From an optimization exercise on the open Yosys and OpenROAD flow, aimed at small area; shortcuts taken in it are not production practice. Only simulation tests tie the RTL to the original design; equivalence was not proved.

==> exp/pepper <==
Design tx_dds, start of the top module:
module tx_dds (
  input           clk,
  input           dac_dds_format,
  input           dac_data_sync,
  input           dac_valid,
  input   [15:0]  tone_1_scale,
  input   [15:0]  tone_2_scale,
  input   [15:0]  tone_1_init_offset,
  input   [15:0]  tone_2_init_offset,
  input   [15:0]  tone_1_freq_word,
  input   [15:0]  tone_2_freq_word,
  output  [11:0]  dac_dds_data
);
  reg         sync_m;
  reg         sync_pulse;
  reg  [15:0] incr_0;
  reg  [15:0] incr_1;
  reg  [15:0] phase_0;
  reg  [15:0] phase_1;
  wire [15:0] phase_0_s;
  wire [15:0] phase_1_s;
  dds_phase_add i_add_0 (.a (phase_0), .b (incr_0), .s (phase_0_s));
  dds_phase_add i_add_1 (.a (phase_1), .b (incr_1), .s (phase_1_s));
  always @(posedge clk) begin
    sync_m <= dac_data_sync;
    sync_pulse <= sync_m & ~dac_data_sync;
    incr_0 <= tone_1_freq_word;
    incr_1 <= tone_2_freq_word;
    if (dac_data_sync) begin
      phase_0 <= 16'd0;
      phase_1 <= 16'd0;
    end else if (sync_pulse) begin
      phase_0 <= tone_1_init_offset;
      phase_1 <= tone_2_init_offset;
    end else if (dac_valid) begin
      phase_0 <= phase_0_s;
      phase_1 <= phase_1_s;
    end
  end
  wire zero = dac_data_sync | sync_pulse;
  wire [13:0] sine_0;
  wire [13:0] sine_1;
  wire [15:0] scale_0;
  wire [15:0] scale_1;
  dds_tone i_tone_0 (.clk (clk), .zero (zero), .phase (phase_0[15:3]),
                     .scale (tone_1_scale), .sine (sine_0), .scale_d (scale_0));
  dds_tone i_tone_1 (.clk (clk), .zero (zero), .phase (phase_1[15:3]),
                     .scale (tone_2_scale), .sine (sine_1), .scale_d (scale_1));
  wire [13:0] qa_s;
  wire [13:0] qb_s;
  dds_mul2 i_mul (.a0 (sine_0), .b0 (scale_0), .a1 (sine_1), .b1 (scale_1),
                  .qa (qa_s), .qb (qb_s));
  ...
export LEC_CHECK = 0
export ABC_AREA = 1
export CAP_MARGIN = 20
export CORE_MARGIN = 2
export CORE_UTILIZATION = 40
export SLEW_MARGIN = 20
create_clock -name core_clock -period 7.0 [get_ports {clk}]
standard.sh (not shown) runs the stock make flow with config.mk's settings and CLKGATE_MAP_FILE= SYNTH_SCRIPT=/design/flow/synth_recipe.tcl, a recipe that flattens the netlist after the stock synthesis.
==> flow/flow/run.sh <==
#!/bin/bash
# Layout with the standard flow (standard.sh), unchanged synthesis, with
# two placement/CTS options set through ORFS's own variables:
#  - port buffers use the smallest buffer (buf_1) instead of clkdlybuf4s50_1;
#  - clock tree with clkbuf_8 and larger sink clusters, without dummy loads.
set -euo pipefail
cd "$(dirname "$0")/.."
bash standard.sh synth > synth.log 2>&1
export BUFFER_PORTS_ARGS="-buffer_cell sky130_fd_sc_hd__buf_1"
export CTS_ARGS="-sink_clustering_enable -repair_clock_nets -dont_use_dummy_load -buf_list sky130_fd_sc_hd__clkbuf_8 -sink_clustering_size 20 -sink_clustering_max_diameter 50"
bash standard.sh > layout.log 2>&1
==> exp/garnet (differences from exp/pepper) <==
--- a/flow/config.mk
+++ b/flow/config.mk
@@ -8,5 +8,5 @@
 export ABC_AREA = 1
-export CAP_MARGIN = 20
+export CAP_MARGIN = 5
 export CORE_MARGIN = 2
-export CORE_UTILIZATION = 40
-export SLEW_MARGIN = 20
+export CORE_UTILIZATION = 60
+export SLEW_MARGIN = 5
==> exp/harbor (differences from exp/pepper) <==
--- a/flow/config.mk
+++ b/flow/config.mk
@@ -8,5 +8,5 @@
 export ABC_AREA = 1
-export CAP_MARGIN = 20
+export CAP_MARGIN = 5
 export CORE_MARGIN = 2
-export CORE_UTILIZATION = 40
-export SLEW_MARGIN = 20
+export CORE_UTILIZATION = 70
+export SLEW_MARGIN = 5
==> exp/willow (differences from exp/pepper) <==
==> flow/flow/run.sh (replaced) <==
#!/bin/bash
# Layout with the standard flow (standard.sh), unchanged synthesis, with
# two placement/CTS options set through ORFS's own variables:
#  - port buffers use the smallest buffer (buf_1) instead of clkdlybuf4s50_1;
#  - clock tree with clkbuf_16 and larger sink clusters, without dummy loads.
set -euo pipefail
cd "$(dirname "$0")/.."
bash standard.sh synth > synth.log 2>&1
export BUFFER_PORTS_ARGS="-buffer_cell sky130_fd_sc_hd__buf_1"
export CTS_ARGS="-sink_clustering_enable -repair_clock_nets -dont_use_dummy_load -buf_list sky130_fd_sc_hd__clkbuf_16 -sink_clustering_size 30 -sink_clustering_max_diameter 60"
bash standard.sh > layout.log 2>&1
==> results.txt <==
Total of clock buffers placed in the layout: exp/willow 51; exp/garnet 77; exp/harbor 68; exp/pepper 77
Total via count in the routed design: exp/willow 25700; exp/garnet 25900; exp/harbor 26300; exp/pepper 25700
Final cycle utilization of the critical path: exp/willow 95.8%; exp/garnet 96.2%; exp/harbor 95.5%; exp/pepper 95.3%
Post-Route Skew: exp/willow 108 ps; exp/garnet 119 ps; exp/harbor 130 ps; exp/pepper 109 ps
Weighted congestion at the end of routability-driven global placement: exp/willow 0.888; exp/garnet 0.914; exp/harbor 0.929; exp/pepper 0.888
Via count of the first global-routing pass: exp/willow 26700; exp/garnet 26900; exp/harbor 27700; exp/pepper 26800
Number of non-clock buffers: exp/willow 194; exp/garnet 186; exp/harbor 195; exp/pepper 194
Outcome: exp/willow timing/DRC/antenna clean; exp/garnet timing/DRC/antenna clean; exp/harbor timing/DRC/antenna clean; exp/pepper timing/DRC/antenna clean
Highest routing layer actually used: exp/willow met5; exp/garnet met4; exp/harbor met4; exp/pepper met5
Cell mode on critical path: exp/willow sky130_fd_sc_hd__fa_2; exp/garnet sky130_fd_sc_hd__fa_1; exp/harbor sky130_fd_sc_hd__fa_2; exp/pepper sky130_fd_sc_hd__fa_2
H-Tree Depth: exp/willow 2; exp/garnet 3; exp/harbor 3; exp/pepper 3
Share of the final layout cell area in multi-input gates: exp/willow 51.1%; exp/garnet 52.1%; exp/harbor 52.3%; exp/pepper 51.3%
Met2 Use GR: exp/willow 27.8%; exp/garnet 39.0%; exp/harbor 46.2%; exp/pepper 27.6%
Beginning of the worst register-to-register path: exp/willow phase_0[0]; exp/garnet incr_1[0]; exp/harbor incr_1[0]; exp/pepper phase_0[0]
Area growth from synthesis to final layout: exp/willow 7.92%; exp/garnet 5.96%; exp/harbor 5.35%; exp/pepper 7.44%
Cell count after placement: exp/willow 5499; exp/garnet 5040; exp/harbor 4891; exp/pepper 5499
Global Route met3 Usage: exp/willow 1.78%; exp/garnet 3.12%; exp/harbor 4.60%; exp/pepper 2.25%
Clock transition at the registers of the reported paths: exp/willow 100 ps; exp/garnet 100 ps; exp/harbor 110 ps; exp/pepper 100 ps
Met1 usage in global routing: exp/willow 17.9%; exp/garnet 29.6%; exp/harbor 33.5%; exp/pepper 17.9%


==> build 14 <==
tx_dds again, from the RTL that the note above started with.
==> module dds_xy_table, before the edit <==
module dds_xy_table (
  input  [5:0] sel,
  output [27:0] xy
);
  wire [63:0] m0 = 64'h3fcff30ff3fc3fcf;
  assign xy[0] = m0[sel];
  wire [63:0] m1 = 64'h2cd338cca2a27a8a;
  assign xy[1] = m1[sel];
  wire [63:0] m2 = 64'hba48e9a1da5e0594;
  assign xy[2] = m2[sel];
  wire [63:0] m3 = 64'h54271fd7e4286bf8;
  assign xy[3] = m3[sel];
  wire [63:0] m4 = 64'h229556bba9445d6a;
  assign xy[4] = m4[sel];
  wire [63:0] m5 = 64'h1bc96c2793d86436;
  assign xy[5] = m5[sel];
  wire [63:0] m6 = 64'h0014d7ff28007feb;
  assign xy[6] = m6[sel];
  wire [63:0] m7 = 64'hf480fed0012f8b7f;
  assign xy[7] = m7[sel];
  wire [63:0] m8 = 64'hf208efb0104f0df7;
  assign xy[8] = m8[sel];
  wire [63:0] m9 = 64'hf150f5700a8f0eaf;
  assign xy[9] = m9[sel];
  wire [63:0] m10 = 64'h5a60f9a5065aa59f;
  assign xy[10] = m10[sel];
  wire [63:0] m11 = 64'h6380fe3901c69c7f;
  assign xy[11] = m11[sel];
  wire [63:0] m12 = 64'h7c00ffc1003e83ff;
  assign xy[12] = m12[sel];
  wire [63:0] m13 = 64'h7fff0001fffe8000;
  assign xy[13] = m13[sel];
  wire [63:0] m14 = 64'hf3fc3fcff0cff3fc;
  assign xy[14] = m14[sel];
  wire [63:0] m15 = 64'hcb344545331c515e;
  assign xy[15] = m15[sel];
  wire [63:0] m16 = 64'h125d7a5b859729a0;
  assign xy[16] = m16[sel];
  wire [63:0] m17 = 64'he42a1427ebf81fd6;
  assign xy[17] = m17[sel];
  wire [63:0] m18 = 64'ha9442295dd6a56ba;
  assign xy[18] = m18[sel];
  wire [63:0] m19 = 64'h93d81bc9e4366c26;
  assign xy[19] = m19[sel];
  wire [63:0] m20 = 64'h28000014ffebd7fe;
  assign xy[20] = m20[sel];
  wire [63:0] m21 = 64'h012ff4800b7ffed1;
  assign xy[21] = m21[sel];
  wire [63:0] m22 = 64'h104ff2080df7efb0;
  assign xy[22] = m22[sel];
  wire [63:0] m23 = 64'h0a8ff1500eaff570;
  assign xy[23] = m23[sel];
  wire [63:0] m24 = 64'h065a5a60a59ff9a5;
  assign xy[24] = m24[sel];
  wire [63:0] m25 = 64'h01c663809c7ffe39;
  assign xy[25] = m25[sel];
  wire [63:0] m26 = 64'h003e7c0083ffffc1;
  assign xy[26] = m26[sel];
  wire [63:0] m27 = 64'hfffe7fff80000001;
  assign xy[27] = m27[sel];
endmodule
export LEC_CHECK = 0
export ABC_AREA = 1
export CAP_MARGIN = 20
export CORE_MARGIN = 2
export CORE_UTILIZATION = 60
export SLEW_MARGIN = 20
create_clock -name core_clock -period 7.0 [get_ports {clk}]
==> flow/flow/run.sh <==
#!/bin/bash
# Layout with the standard flow (standard.sh), unchanged synthesis, with
# two placement/CTS options set through ORFS's own variables:
#  - port buffers use the smallest buffer (buf_1) instead of clkdlybuf4s50_1;
#  - clock tree with clkbuf_16 and larger sink clusters, without dummy loads.
set -euo pipefail
cd "$(dirname "$0")/.."
bash standard.sh synth > synth.log 2>&1
export BUFFER_PORTS_ARGS="-buffer_cell sky130_fd_sc_hd__buf_1"
export CTS_ARGS="-sink_clustering_enable -repair_clock_nets -dont_use_dummy_load -buf_list sky130_fd_sc_hd__clkbuf_16 -sink_clustering_size 30 -sink_clustering_max_diameter 60"
bash standard.sh > layout.log 2>&1
==> trial 9 (differences from build 14) <==
--- a/flow/design.v
+++ b/flow/design.v
@@ -1120,62 +1120,75 @@
 module dds_xy_table (
   input  [5:0] sel,
-  output [27:0] xy
+  output reg [27:0] xy
 );
-  wire [63:0] m0 = 64'h3fcff30ff3fc3fcf;
-  assign xy[0] = m0[sel];
-  wire [63:0] m1 = 64'h2cd338cca2a27a8a;
-  assign xy[1] = m1[sel];
-  wire [63:0] m2 = 64'hba48e9a1da5e0594;
-  assign xy[2] = m2[sel];
-  wire [63:0] m3 = 64'h54271fd7e4286bf8;
-  assign xy[3] = m3[sel];
-  wire [63:0] m4 = 64'h229556bba9445d6a;
-  assign xy[4] = m4[sel];
-  wire [63:0] m5 = 64'h1bc96c2793d86436;
-  assign xy[5] = m5[sel];
-  wire [63:0] m6 = 64'h0014d7ff28007feb;
-  assign xy[6] = m6[sel];
-  wire [63:0] m7 = 64'hf480fed0012f8b7f;
-  assign xy[7] = m7[sel];
-  wire [63:0] m8 = 64'hf208efb0104f0df7;
-  assign xy[8] = m8[sel];
-  wire [63:0] m9 = 64'hf150f5700a8f0eaf;
-  assign xy[9] = m9[sel];
-  wire [63:0] m10 = 64'h5a60f9a5065aa59f;
-  assign xy[10] = m10[sel];
-  wire [63:0] m11 = 64'h6380fe3901c69c7f;
-  assign xy[11] = m11[sel];
-  wire [63:0] m12 = 64'h7c00ffc1003e83ff;
-  assign xy[12] = m12[sel];
-  wire [63:0] m13 = 64'h7fff0001fffe8000;
-  assign xy[13] = m13[sel];
-  wire [63:0] m14 = 64'hf3fc3fcff0cff3fc;
-  assign xy[14] = m14[sel];
-  wire [63:0] m15 = 64'hcb344545331c515e;
-  assign xy[15] = m15[sel];
-  wire [63:0] m16 = 64'h125d7a5b859729a0;
-  assign xy[16] = m16[sel];
-  wire [63:0] m17 = 64'he42a1427ebf81fd6;
-  assign xy[17] = m17[sel];
-  wire [63:0] m18 = 64'ha9442295dd6a56ba;
-  assign xy[18] = m18[sel];
-  wire [63:0] m19 = 64'h93d81bc9e4366c26;
-  assign xy[19] = m19[sel];
-  wire [63:0] m20 = 64'h28000014ffebd7fe;
-  assign xy[20] = m20[sel];
-  wire [63:0] m21 = 64'h012ff4800b7ffed1;
-  assign xy[21] = m21[sel];
-  wire [63:0] m22 = 64'h104ff2080df7efb0;
-  assign xy[22] = m22[sel];
-  wire [63:0] m23 = 64'h0a8ff1500eaff570;
-  assign xy[23] = m23[sel];
-  wire [63:0] m24 = 64'h065a5a60a59ff9a5;
-  assign xy[24] = m24[sel];
-  wire [63:0] m25 = 64'h01c663809c7ffe39;
-  assign xy[25] = m25[sel];
-  wire [63:0] m26 = 64'h003e7c0083ffffc1;
-  assign xy[26] = m26[sel];
-  wire [63:0] m27 = 64'hfffe7fff80000001;
-  assign xy[27] = m27[sel];
+  always @(*) begin
+    case (sel)
+      6'd0: xy = {14'd15488, 14'd8129};
+      6'd1: xy = {14'd122, 14'd8179};
+      6'd2: xy = {14'd1131, 14'd8101};
+      6'd3: xy = {14'd2131, 14'd7899};
+      6'd4: xy = {14'd3035, 14'd7596};
+      6'd5: xy = {14'd3957, 14'd7160};
+      6'd6: xy = {14'd4811, 14'd6617};
+      6'd7: xy = {14'd5597, 14'd5967};
+      6'd8: xy = {14'd5967, 14'd5597};
+      6'd9: xy = {14'd6617, 14'd4811};
+      6'd10: xy = {14'd7160, 14'd3957};
+      6'd11: xy = {14'd7596, 14'd3035};
+      6'd12: xy = {14'd7899, 14'd2131};
+      6'd13: xy = {14'd8101, 14'd1131};
+      6'd14: xy = {14'd8179, 14'd122};
+      6'd15: xy = {14'd8129, 14'd15488};
+      6'd16: xy = {14'd8133, 14'd896};
+      6'd17: xy = {14'd8181, 14'd16262};
+      6'd18: xy = {14'd8103, 14'd15253};
+      6'd19: xy = {14'd7899, 14'd14253};
+      6'd20: xy = {14'd7598, 14'd13349};
+      6'd21: xy = {14'd7160, 14'd12427};
+      6'd22: xy = {14'd6617, 14'd11573};
+      6'd23: xy = {14'd5965, 14'd10787};
+      6'd24: xy = {14'd5598, 14'd10417};
+      6'd25: xy = {14'd4810, 14'd9767};
+      6'd26: xy = {14'd3956, 14'd9224};
+      6'd27: xy = {14'd3032, 14'd8788};
+      6'd28: xy = {14'd2131, 14'd8485};
+      6'd29: xy = {14'd1131, 14'd8283};
+      6'd30: xy = {14'd121, 14'd8205};
+      6'd31: xy = {14'd15485, 14'd8255};
+      6'd32: xy = {14'd8255, 14'd15485};
+      6'd33: xy = {14'd8205, 14'd121};
+      6'd34: xy = {14'd8283, 14'd1131};
+      6'd35: xy = {14'd8485, 14'd2131};
+      6'd36: xy = {14'd8788, 14'd3032};
+      6'd37: xy = {14'd9224, 14'd3956};
+      6'd38: xy = {14'd9767, 14'd4810};
+      6'd39: xy = {14'd10417, 14'd5598};
+      6'd40: xy = {14'd10787, 14'd5965};
+      6'd41: xy = {14'd11573, 14'd6617};
+      6'd42: xy = {14'd12427, 14'd7160};
+      6'd43: xy = {14'd13349, 14'd7598};
+      6'd44: xy = {14'd14253, 14'd7899};
+      6'd45: xy = {14'd15253, 14'd8103};
+      6'd46: xy = {14'd16262, 14'd8181};
+      6'd47: xy = {14'd896, 14'd8133};
+      6'd48: xy = {14'd900, 14'd8251};
+      6'd49: xy = {14'd16264, 14'd8203};
+      6'd50: xy = {14'd15255, 14'd8281};
+      6'd51: xy = {14'd14253, 14'd8485};
+      6'd52: xy = {14'd13351, 14'd8786};
+      6'd53: xy = {14'd12427, 14'd9224};
+      6'd54: xy = {14'd11573, 14'd9767};
+      6'd55: xy = {14'd10785, 14'd10419};
+      6'd56: xy = {14'd10419, 14'd10785};
+      6'd57: xy = {14'd9767, 14'd11573};
+      6'd58: xy = {14'd9224, 14'd12427};
+      6'd59: xy = {14'd8786, 14'd13351};
+      6'd60: xy = {14'd8485, 14'd14253};
+      6'd61: xy = {14'd8281, 14'd15255};
+      6'd62: xy = {14'd8203, 14'd16264};
+      6'd63: xy = {14'd8251, 14'd900};
+      default: xy = 28'd0;
+    endcase
+  end
 endmodule
 module dds_addsub (
==> flow/flow/run.sh (replaced) <==
#!/bin/bash
# Layout with the standard flow (standard.sh), unchanged synthesis, with
# two placement/CTS options set through ORFS's own variables:
#  - port buffers use the smallest buffer (buf_1) instead of clkdlybuf4s50_1;
#  - clock tree with clkbuf_8 and larger sink clusters, without dummy loads.
set -euo pipefail
cd "$(dirname "$0")/.."
bash standard.sh synth > synth.log 2>&1
export BUFFER_PORTS_ARGS="-buffer_cell sky130_fd_sc_hd__buf_1"
export CTS_ARGS="-sink_clustering_enable -repair_clock_nets -dont_use_dummy_load -buf_list sky130_fd_sc_hd__clkbuf_8 -sink_clustering_size 20 -sink_clustering_max_diameter 50"
bash standard.sh > layout.log 2>&1
--- a/flow/config.mk
+++ b/flow/config.mk
@@ -9,4 +9,4 @@
 export CAP_MARGIN = 20
 export CORE_MARGIN = 2
-export CORE_UTILIZATION = 60
+export CORE_UTILIZATION = 40
 export SLEW_MARGIN = 20
==> impl_results.md <==
* Status: timing/DRC/antenna clean
* Count of cell types in the netlist at between 50 and 60
That was build 14.
==> impl_results.md <==
* Status: timing/DRC/antenna clean
* Count of cell types in the netlist at 49
* Reg2reg start: incr_0[0]
* Clock Sinks at between 800 and 900
* Final setup margin at 0.268 ns
* Ant diodes at 1
That was trial 9.

static timing again, ports no longer ideal:
The results above use ideal ports. As a check the final layouts listed here were re-extracted and re-timed, cells and wires unchanged. Step 1, drivers: a clkbuf_16 drives clk and a buf_2 each remaining input, both assumed. Step 2 moves the port delays by t, midway between the first and last clock arrival at a register: inputs arrive t later, outputs are due t later. That takes back most of the time a late clock gives input paths. a / b / c = no drivers / after step 1 / after step 2; a / b = the first two.
| run | t (ns) | setup slack, ns | latest minus earliest clock arrival (ns) | worst register clock-pin slew, ns | cell pins on the clock port's net |
|---|---|---|---|---|---|
| exp/pepper | 0.714 | 0.332 / 0.332 / 0.332 | 0.113 / 0.113 | 0.11 / 0.11 | 1 |
| exp/garnet | 0.710 | 0.269 / 0.269 / 0.269 | 0.150 / 0.150 | 0.11 / 0.11 | 1 |
| exp/harbor | 0.695 | 0.312 / 0.312 / 0.312 | 0.132 / 0.132 | 0.11 / 0.11 | 1 |
| exp/willow | 0.653 | 0.294 / 0.294 / 0.294 | 0.110 / 0.110 | 0.10 / 0.10 | 1 |
| build 14 | 0.660 | 0.281 / 0.281 / 0.281 | 0.074 / 0.073 | 0.10 / 0.10 | 1 |
| trial 9 | 0.706 | 0.268 / 0.268 / 0.268 | 0.139 / 0.138 | 0.11 / 0.11 | 1 |
After both steps setup and hold are still met in every run listed.
